From an optimization exercise on the open Yosys and OpenROAD flow, aimed at a short achievable clock period and few clock cycles; shortcuts taken in it are not production practice.
RTL that was checked went through simulation tests only; none was proved equivalent to the original.
Power is estimated from default activity; no workload was simulated.

// MIPSProcessor
module MIPSProcessor (
    input    wire               clk, rst,
    output   wire    [31:0]     imem_addr,
    input    wire    [31:0]     imem_rdata,
    output   wire    [31:0]     dmem_addr,
    output   wire    [31:0]     dmem_wdata,
    output   wire               dmem_we,
    input    wire    [31:0]     dmem_rdata
);
Size in the first run: roughly 6700 cells after synthesis, about 1600 flip-flops.
==> flow/config.mk <==
export PLATFORM = sky130hd
export DESIGN_NAME = MIPSProcessor
export DESIGN_NICKNAME = MIPSProcessor
export VERILOG_FILES = /design/flow/design.v
export SDC_FILE = /design/flow/constraint.sdc
export NUM_CORES = 8
export LEC_CHECK = 0
export ABC_CLOCK_PERIOD_IN_PS = 3000
export CAP_MARGIN = 20
export CELL_PAD_IN_SITES_DETAIL_PLACEMENT = 1
export CELL_PAD_IN_SITES_GLOBAL_PLACEMENT = 1
export CORE_MARGIN = 2
export CORE_UTILIZATION = 50
export CTS_BUF_LIST = sky130_fd_sc_hd__clkbuf_16
export CTS_CLUSTER_DIAMETER = 100
export CTS_CLUSTER_SIZE = 25
export SETUP_SLACK_MARGIN = 5
export SLEW_MARGIN = 20
==> flow/constraint.sdc <==
create_clock -name core_clock -period 12.0 [get_ports {clk}]
set_input_delay 2.4000 -clock core_clock [delete_from_list [all_inputs] [get_ports {clk}]]
set_output_delay 2.4000 -clock core_clock [all_outputs]
set_load 0.01 [all_outputs]
standard.sh (not shown) runs the stock make flow with config.mk's settings and CLKGATE_MAP_FILE= SYNTH_SCRIPT=/design/flow/synth_recipe.tcl, a recipe that flattens the netlist after the stock synthesis.
==> flow/flow/run.sh <==
#!/bin/bash
# The standard layout, with timing repair aiming past the 12 ns clock:
# repair_timing treats any path with less than SETUP_SLACK_MARGIN of slack
# as failing, so it keeps sizing and buffering the longest paths.
set -euo pipefail
bash standard.sh SETUP_SLACK_MARGIN=8.3 finish > standard_flow.log 2>&1
Testbench counts at the start, summed over its fixed seeds: cycles 37,333.
Rerun with:
--- a/flow/design.v
+++ b/flow/design.v
@@ -966,34 +966,36 @@
 reg         vD;
 reg  [31:0] irD;
 reg  [31:0] pc4D;
 reg         wenE, ldE, eldE, mulE, swE, brE;
 reg  [4:0]  dstE;
 reg  [1:0]  aluE;                
 reg  [31:0] opAE, opBE, sdE, tgtE;
-reg         fAME, fAWE, fBME, fBWE, fSME, fSWE, fSXE;
+reg         fAME, fBME, fSME, fSXE;
 reg  [31:0] mAE, mBE;
-reg         mfAME, mfAWE, mfBME, mfBWE;
+reg         mfAME, mfBME;
 reg         wenM, ldM, mulM, weM;
 reg  [4:0]  dstM;
 reg  [31:0] resM, sdM, addrM;
 reg         wenW;
 reg  [4:0]  dstW;
 reg  [31:0] resW;
 reg  [31:0] rf [0:31];
 reg  [31:0] rfv;
 wire        stallD, redirD, redirE;
 wire [31:0] instF = imem_rdata;
 wire        jF    = (instF[31:26] == OP_J);
 wire [31:0] pc4F  = pcF + 32'd4;
-wire [8:0]  btLo  = {1'b0, pc4F[9:2]} + {1'b0, instF[7:0]};
+wire [4:0]  btLo  = {1'b0, pc4F[5:2]} + {1'b0, instF[3:0]};
+wire [25:0] btHiP = pc4F[31:6] + 26'd1;
 wire        bsF   = (instF[31:26] == OP_BEQ) & (instF[25:21] == instF[20:16]) &
-                    (instF[15:8] == 8'd0) & ~btLo[8];
-wire [31:0] btF   = {pc4F[31:10], btLo[7:0], pc4F[1:0]};
+                    (instF[15:4] == 12'd0);
+wire [31:0] btF   = {(btLo[4] ? btHiP : pc4F[31:6]), btLo[3:0], pc4F[1:0]};
 assign imem_addr = pcF;
+wire [31:0] resMnext;
 wire [5:0]  opD  = irD[31:26];
 wire [5:0]  fnD  = irD[5:0];
 wire [4:0]  rsD  = irD[25:21];
 wire [4:0]  rtD  = irD[20:16];
 wire [4:0]  rdD  = irD[15:11];
 wire [31:0] immD = {{16{irD[15]}}, irD[15:0]};
 wire isR   = (opD == OP_R);
@@ -1020,44 +1022,44 @@
 assign redirD = vD & beqSame & ~redirE;
 wire aME = useRs & wenE & (rsD == dstE);
 wire aWE = useRs & wenM & (rsD == dstM) & ~aME;
 wire bME = useRt & wenE & (rtD == dstE);
 wire bWE = useRt & wenM & (rtD == dstM) & ~bME;
 wire [31:0] rfA = (wenW & (dstW == rsD)) ? resW : (rf[rsD] & {32{rfv[rsD]}});
 wire [31:0] rfB = (wenW & (dstW == rtD)) ? resW : (rf[rtD] & {32{rfv[rtD]}});
-wire [31:0] A  = fAME ? resM : fAWE ? resW : opAE;
-wire [31:0] B  = fBME ? resM : fBWE ? resW : opBE;
-wire [31:0] SD = fSME ? resM : fSWE ? resW : sdE;
-wire [31:0] MA = mfAME ? resM : mfAWE ? resW : mAE;
-wire [31:0] MB = mfBME ? resM : mfBWE ? resW : mBE;
+wire [31:0] opA = aWE ? resMnext : rfA;
+wire [31:0] opB = bWE ? resMnext : rfB;
+wire [31:0] A  = fAME ? resM : opAE;
+wire [31:0] B  = fBME ? resM : opBE;
+wire [31:0] SD = fSME ? resM : sdE;
+wire [31:0] MA = mfAME ? resM : mAE;
+wire [31:0] MB = mfBME ? resM : mBE;
 wire [31:0] sumE  = A + B;
 wire [32:0] difE  = {1'b0, A} - {1'b0, B};
 wire [31:0] aluOut = eldE          ? dmem_rdata :
                      (aluE == 2'd1) ? difE[31:0] :
                      (aluE == 2'd2) ? {31'd0, difE[32]} : sumE;
 assign redirE = brE & (A == SD);
 wire [MULW-1:0] mulRowsE;
 mul_stage1 U_mul1 (.a(MA), .b(MB), .rows(mulRowsE));
 reg  [MULW-1:0] mulRowsM;
 wire [31:0] mulP;
 mul_stage2 U_mul2 (.rows(mulRowsM), .p(mulP));
 assign dmem_addr  = addrM;
 assign dmem_wdata = sdM;
 assign dmem_we    = weM;
-wire [31:0] resMnext = mulM ? mulP : ldM ? dmem_rdata : resM;
+assign resMnext = mulM ? mulP : ldM ? dmem_rdata : resM;
+wire [31:0] pcSlow = redirE ? tgtE : redirD ? tgtD : stallD ? pcF : pc4F;
+wire        useF   = (jF | bsF) & ~redirE & ~redirD & ~stallD;
+wire [31:0] tgtF   = jF ? {4'b0000, instF[25:0], 2'b00} : btF;
 always @(posedge clk) begin
     if (!rst) begin
         pcF <= 32'd0;
-    end else if (redirE) begin
-        pcF <= tgtE;
-    end else if (redirD) begin
-        pcF <= tgtD;
-    end else if (!stallD) begin
-        pcF <= jF  ? {4'b0000, instF[25:0], 2'b00} :
-               bsF ? btF : pc4F;
+    end else begin
+        pcF <= useF ? tgtF : pcSlow;
     end
 end
 always @(posedge clk or negedge rst) begin
     if (!rst) begin
         vD <= 1'b0;
     end else if (redirE | redirD) begin
         vD <= 1'b0;
@@ -1087,33 +1089,28 @@
         swE  <= isSw;
         brE  <= isBeq & ~beqSame;
     end
 end
 always @(posedge clk) begin
     dstE <= dstD;
     aluE <= aluD;
-    opAE <= rfA;
-    opBE <= useImm ? immD : rfB;
-    sdE  <= rfB;
+    opAE <= opA;
+    opBE <= useImm ? immD : opB;
+    sdE  <= opB;
     tgtE <= tgtD;
     fAME <= aME;
-    fAWE <= aWE;
     fBME <= bME & ~useImm;
-    fBWE <= bWE & ~useImm;
     fSME <= bME;
-    fSWE <= bWE;
     fSXE <= hazE & rtHit & isSw;
 end
 always @(posedge clk) begin
-    mAE   <= rfA & {32{mulD}};
-    mBE   <= rfB & {32{mulD}};
+    mAE   <= opA & {32{mulD}};
+    mBE   <= opB & {32{mulD}};
     mfAME <= aME & mulD;
-    mfAWE <= aWE & mulD;
     mfBME <= bME & mulD;
-    mfBWE <= bWE & mulD;
 end
 always @(posedge clk or negedge rst) begin
     if (!rst) begin
         wenM <= 1'b0; ldM <= 1'b0; mulM <= 1'b0; weM <= 1'b0;
     end else begin
         wenM <= wenE;
         ldM  <= ldE;
Outcome: Non-clock buffer count came out lower by 67. Worst hold slack stays flat. Clock skew came out higher by 0.011 ns. Power came out higher by 1.6%. Cell count came out lower by 1.3%. Core utilization came out lower by 0.67 points. Area after synthesis barely changes. Routed wire length came out lower by 0.91%. Maximum frequency came out lower by 2.5%. Clock-buffer cell count stays the same.
Only the layout flow was run in the second run of this note; the RTL was not checked for function there.

* * *

Setup of v24:
Another version of the RTL of MIPSProcessor (not shown whole).
Size: roughly 6,600 cells after synthesis, about 1,600 flip-flops, ~160 I/O pins.
==> flow/design.v (excerpt) <==
module MIPSProcessor (
    input    wire               clk, rst,
    output   wire    [31:0]     imem_addr,
    input    wire    [31:0]     imem_rdata,
    output   wire    [31:0]     dmem_addr,
    output   wire    [31:0]     dmem_wdata,
    output   wire               dmem_we,
    input    wire    [31:0]     dmem_rdata
);
localparam MULW = 100;
localparam OP_R    = 6'b000000,
           OP_ADDI = 6'b001000,
           OP_LW   = 6'b100011,
           OP_SW   = 6'b101011,
           OP_BEQ  = 6'b000100,
           OP_J    = 6'b000010;
reg  [31:0] pcF;
reg         vD;
reg  [31:0] irD;
reg  [31:0] pc4D;
reg         wenE, ldE, eldE, mulE, swE, brE;
reg  [4:0]  dstE;
reg  [1:0]  aluE;                
reg  [31:0] opAE, opBE, sdE, tgtE;
reg         fAME, fBME, fSME, fSXE;
reg  [31:0] mAE, mBE;
reg         mfAME, mfBME;
reg         wenM, ldM, mulM, weM;
reg  [4:0]  dstM;
reg  [31:0] resM, sdM, addrM;
reg         wenW;
reg  [4:0]  dstW;
reg  [31:0] resW;
reg  [31:0] rf [0:31];
reg  [31:0] rfv;
wire        stallD, redirD, redirE;
wire [31:0] instF = imem_rdata;
wire        jF    = (instF[31:26] == OP_J);
wire [31:0] pc4F  = pcF + 32'd4;
wire [8:0]  btLo  = {1'b0, pc4F[9:2]} + {1'b0, instF[7:0]};
wire        bsF   = (instF[31:26] == OP_BEQ) & (instF[25:21] == instF[20:16]) &
  ...
export LEC_CHECK = 0
export ABC_CLOCK_PERIOD_IN_PS = 3000
export CAP_MARGIN = 20
export CELL_PAD_IN_SITES_DETAIL_PLACEMENT = 1
export CELL_PAD_IN_SITES_GLOBAL_PLACEMENT = 1
export CORE_MARGIN = 2
export CORE_UTILIZATION = 50
export CTS_BUF_LIST = sky130_fd_sc_hd__clkbuf_16
export CTS_CLUSTER_DIAMETER = 100
export CTS_CLUSTER_SIZE = 25
export SETUP_SLACK_MARGIN = 5
export SLEW_MARGIN = 20
create_clock -name core_clock -period 12.0 [get_ports {clk}]
Scripts as last shown in full above: flow/flow/run.sh
v24 ended with every stage complete and zero timing, DRC or antenna violations.
Relative to v24, the following input files were edited for v23:
--- a/flow/design.v
+++ b/flow/design.v
@@ -970,17 +970,17 @@
 reg         wenM, ldM, mulM, weM;
 reg  [4:0]  dstM;
 reg  [31:0] resM, sdM, addrM;
 reg         wenW;
 reg  [4:0]  dstW;
 reg  [31:0] resW;
 reg  [31:0] rf [0:31];
 reg  [31:0] rfv;
-wire        stallD, redirD, redirE;
+wire        stallD, redirE;
 wire [31:0] instF = imem_rdata;
 wire        jF    = (instF[31:26] == OP_J);
 wire [31:0] pc4F  = pcF + 32'd4;
 wire [8:0]  btLo  = {1'b0, pc4F[9:2]} + {1'b0, instF[7:0]};
 wire        bsF   = (instF[31:26] == OP_BEQ) & (instF[25:21] == instF[20:16]) &
                     (instF[15:8] == 8'd0) & ~btLo[8];
 wire [31:0] btF   = {pc4F[31:10], btLo[7:0], pc4F[1:0]};
 assign imem_addr = pcF;
@@ -996,28 +996,29 @@
 wire isLw  = (opD == OP_LW);
 wire isSw  = (opD == OP_SW);
 wire isBeq = (opD == OP_BEQ);
 wire [4:0] dstD  = isR ? rdD : rtD;
 wire       wenD  = vD & (isR | isAdi | isLw) & (dstD != 5'd0);
 wire       useRs = vD & (isR | isAdi | isLw | isSw | isBeq) & (rsD != 5'd0);
 wire       useRt = vD & (isR | isSw | isBeq) & (rtD != 5'd0);
 wire       useImm = isAdi | isLw | isSw;
-wire       beqSame = isBeq & (rsD == rtD);
 wire       mulD  = isR & (fnD == 6'b011100);
 wire [1:0] aluD  = (isR & (fnD == 6'b100010)) ? 2'd1 :
                    (isR & (fnD == 6'b101010)) ? 2'd2 : 2'd0;
 wire [31:0] tgtD = pc4D + {immD[29:0], 2'b00};
 wire memE = ldE | swE;
 wire eldD = isLw & (rsD == 5'd0) & ~memE;
+wire esD  = vD & isSw & (rsD == 5'd0) & ~memE &
+            ~(useRt & ((wenE & (rtD == dstE)) | (wenM & (rtD == dstM))));
+wire esGo = esD & ~redirE;
 wire hazE   = wenE & (ldE | mulE);
 wire rsHit  = useRs & (rsD == dstE);
 wire rtHit  = useRt & (rtD == dstE);
 assign stallD = hazE & (rsHit | (rtHit & ~isSw));
-assign redirD = vD & beqSame & ~redirE;
 wire aME = useRs & wenE & (rsD == dstE);
 wire aWE = useRs & wenM & (rsD == dstM) & ~aME;
 wire bME = useRt & wenE & (rtD == dstE);
 wire bWE = useRt & wenM & (rtD == dstM) & ~bME;
 wire [31:0] rfA = (wenW & (dstW == rsD)) ? resW : (rf[rsD] & {32{rfv[rsD]}});
 wire [31:0] rfB = (wenW & (dstW == rtD)) ? resW : (rf[rtD] & {32{rfv[rtD]}});
 wire [31:0] opA = aWE ? resMnext : rfA;
 wire [31:0] opB = bWE ? resMnext : rfB;
@@ -1036,30 +1037,30 @@
 mul_stage1 U_mul1 (.a(MA), .b(MB), .rows(mulRowsE));
 reg  [MULW-1:0] mulRowsM;
 wire [31:0] mulP;
 mul_stage2 U_mul2 (.rows(mulRowsM), .p(mulP));
 assign dmem_addr  = addrM;
 assign dmem_wdata = sdM;
 assign dmem_we    = weM;
 assign resMnext = mulM ? mulP : ldM ? dmem_rdata : resM;
-wire [31:0] pcSlow = redirE ? tgtE : redirD ? tgtD : stallD ? pcF : pc4F;
-wire        useF   = (jF | bsF) & ~redirE & ~redirD & ~stallD;
-wire [31:0] tgtF   = jF ? {4'b0000, instF[25:0], 2'b00} : btF;
 always @(posedge clk) begin
     if (!rst) begin
         pcF <= 32'd0;
-    end else begin
-        pcF <= useF ? tgtF : pcSlow;
+    end else if (redirE) begin
+        pcF <= tgtE;
+    end else if (!stallD) begin
+        pcF <= jF  ? {4'b0000, instF[25:0], 2'b00} :
+               bsF ? btF : pc4F;
     end
 end
 always @(posedge clk or negedge rst) begin
     if (!rst) begin
         vD <= 1'b0;
-    end else if (redirE | redirD) begin
+    end else if (redirE) begin
         vD <= 1'b0;
     end else if (!stallD) begin
         vD <= ~(jF | bsF);
     end
 end
 always @(posedge clk) begin
     if (!stallD) begin
         irD  <= instF;
@@ -1074,18 +1075,18 @@
     end else if (killE) begin
         wenE <= 1'b0; ldE <= 1'b0; eldE <= 1'b0; mulE <= 1'b0;
         swE <= 1'b0; brE <= 1'b0;
     end else begin
         wenE <= wenD;
         ldE  <= isLw & ~eldD;
         eldE <= eldD;
         mulE <= mulD & wenD;
-        swE  <= isSw;
-        brE  <= isBeq & ~beqSame;
+        swE  <= isSw & ~esD;
+        brE  <= isBeq;
     end
 end
 always @(posedge clk) begin
     dstE <= dstD;
     aluE <= aluD;
     opAE <= opA;
     opBE <= useImm ? immD : opB;
     sdE  <= opB;
@@ -1103,24 +1104,24 @@
 end
 always @(posedge clk or negedge rst) begin
     if (!rst) begin
         wenM <= 1'b0; ldM <= 1'b0; mulM <= 1'b0; weM <= 1'b0;
     end else begin
         wenM <= wenE;
         ldM  <= ldE;
         mulM <= mulE;
-        weM  <= swE;
+        weM  <= swE | esGo;
     end
 end
 always @(posedge clk) begin
     dstM     <= dstE;
     resM     <= aluOut;
-    sdM      <= fSXE ? resMnext : SD;
-    addrM    <= (vD & eldD) ? immD : sumE;
+    sdM      <= esD ? rfB : fSXE ? resMnext : SD;
+    addrM    <= ((vD & eldD) | esD) ? immD : sumE;
     mulRowsM <= mulRowsE;
 end
 always @(posedge clk or negedge rst) begin
     if (!rst) begin
         wenW <= 1'b0;
     end else begin
         wenW <= wenM;
     end
==> summary.txt <==
Relative to v24, the routing usage on met2 of v23 is lower by 1.2 points.
Max relative slew slack across v24 and v23: v23
v23 vs v24: switching power summed over all nets up
Overall power of the completed layout of v23 is on par with v24.
Taking v24 as the reference, in v23 wire length climbed 0.96%; clock-pin slew on the worst setup and hold paths comparable; layout buffer count excluding clock buffers picked up an extra 1.3%; clock latency on the worst-skew pair flat.
Post-synth net total up 260 in v23 wrt v24
No functional check of the RTL was part of any run of this note.

[static timing again, ports no longer ideal]
In the flow no input, the clock included, has a driving cell. The finished layouts below were timed again as built, in two steps.
Step 1 assumes that a clkbuf_16 drives the clock port and a buf_2 every other input.
Step 2 also shifts input and output timing later by t, the mid clock arrival at the registers, as if the neighbouring blocks saw the same clock.
Slacks: ideal ports / drivers / drivers and shift; pairs: ideal ports / drivers.
run	t (ns)	slack for setup (ns)	clock arrival spread, ns
the first run of note 1	0.862	7.866 / 7.866 / 7.310	0.045 / 0.044
the second run of note 1	0.873	7.761 / 7.798 / 6.925	0.055 / 0.056
v24	0.840	7.762 / 7.831 / 6.991	0.080 / 0.080
v23	0.859	7.684 / 7.684 / 7.198	0.053 / 0.053
After both steps setup and hold are still met in every run listed. For the second run of note 1, which loses most, drivers alone change the setup slack by +0.037 ns; drivers and shift together by -0.836 ns.
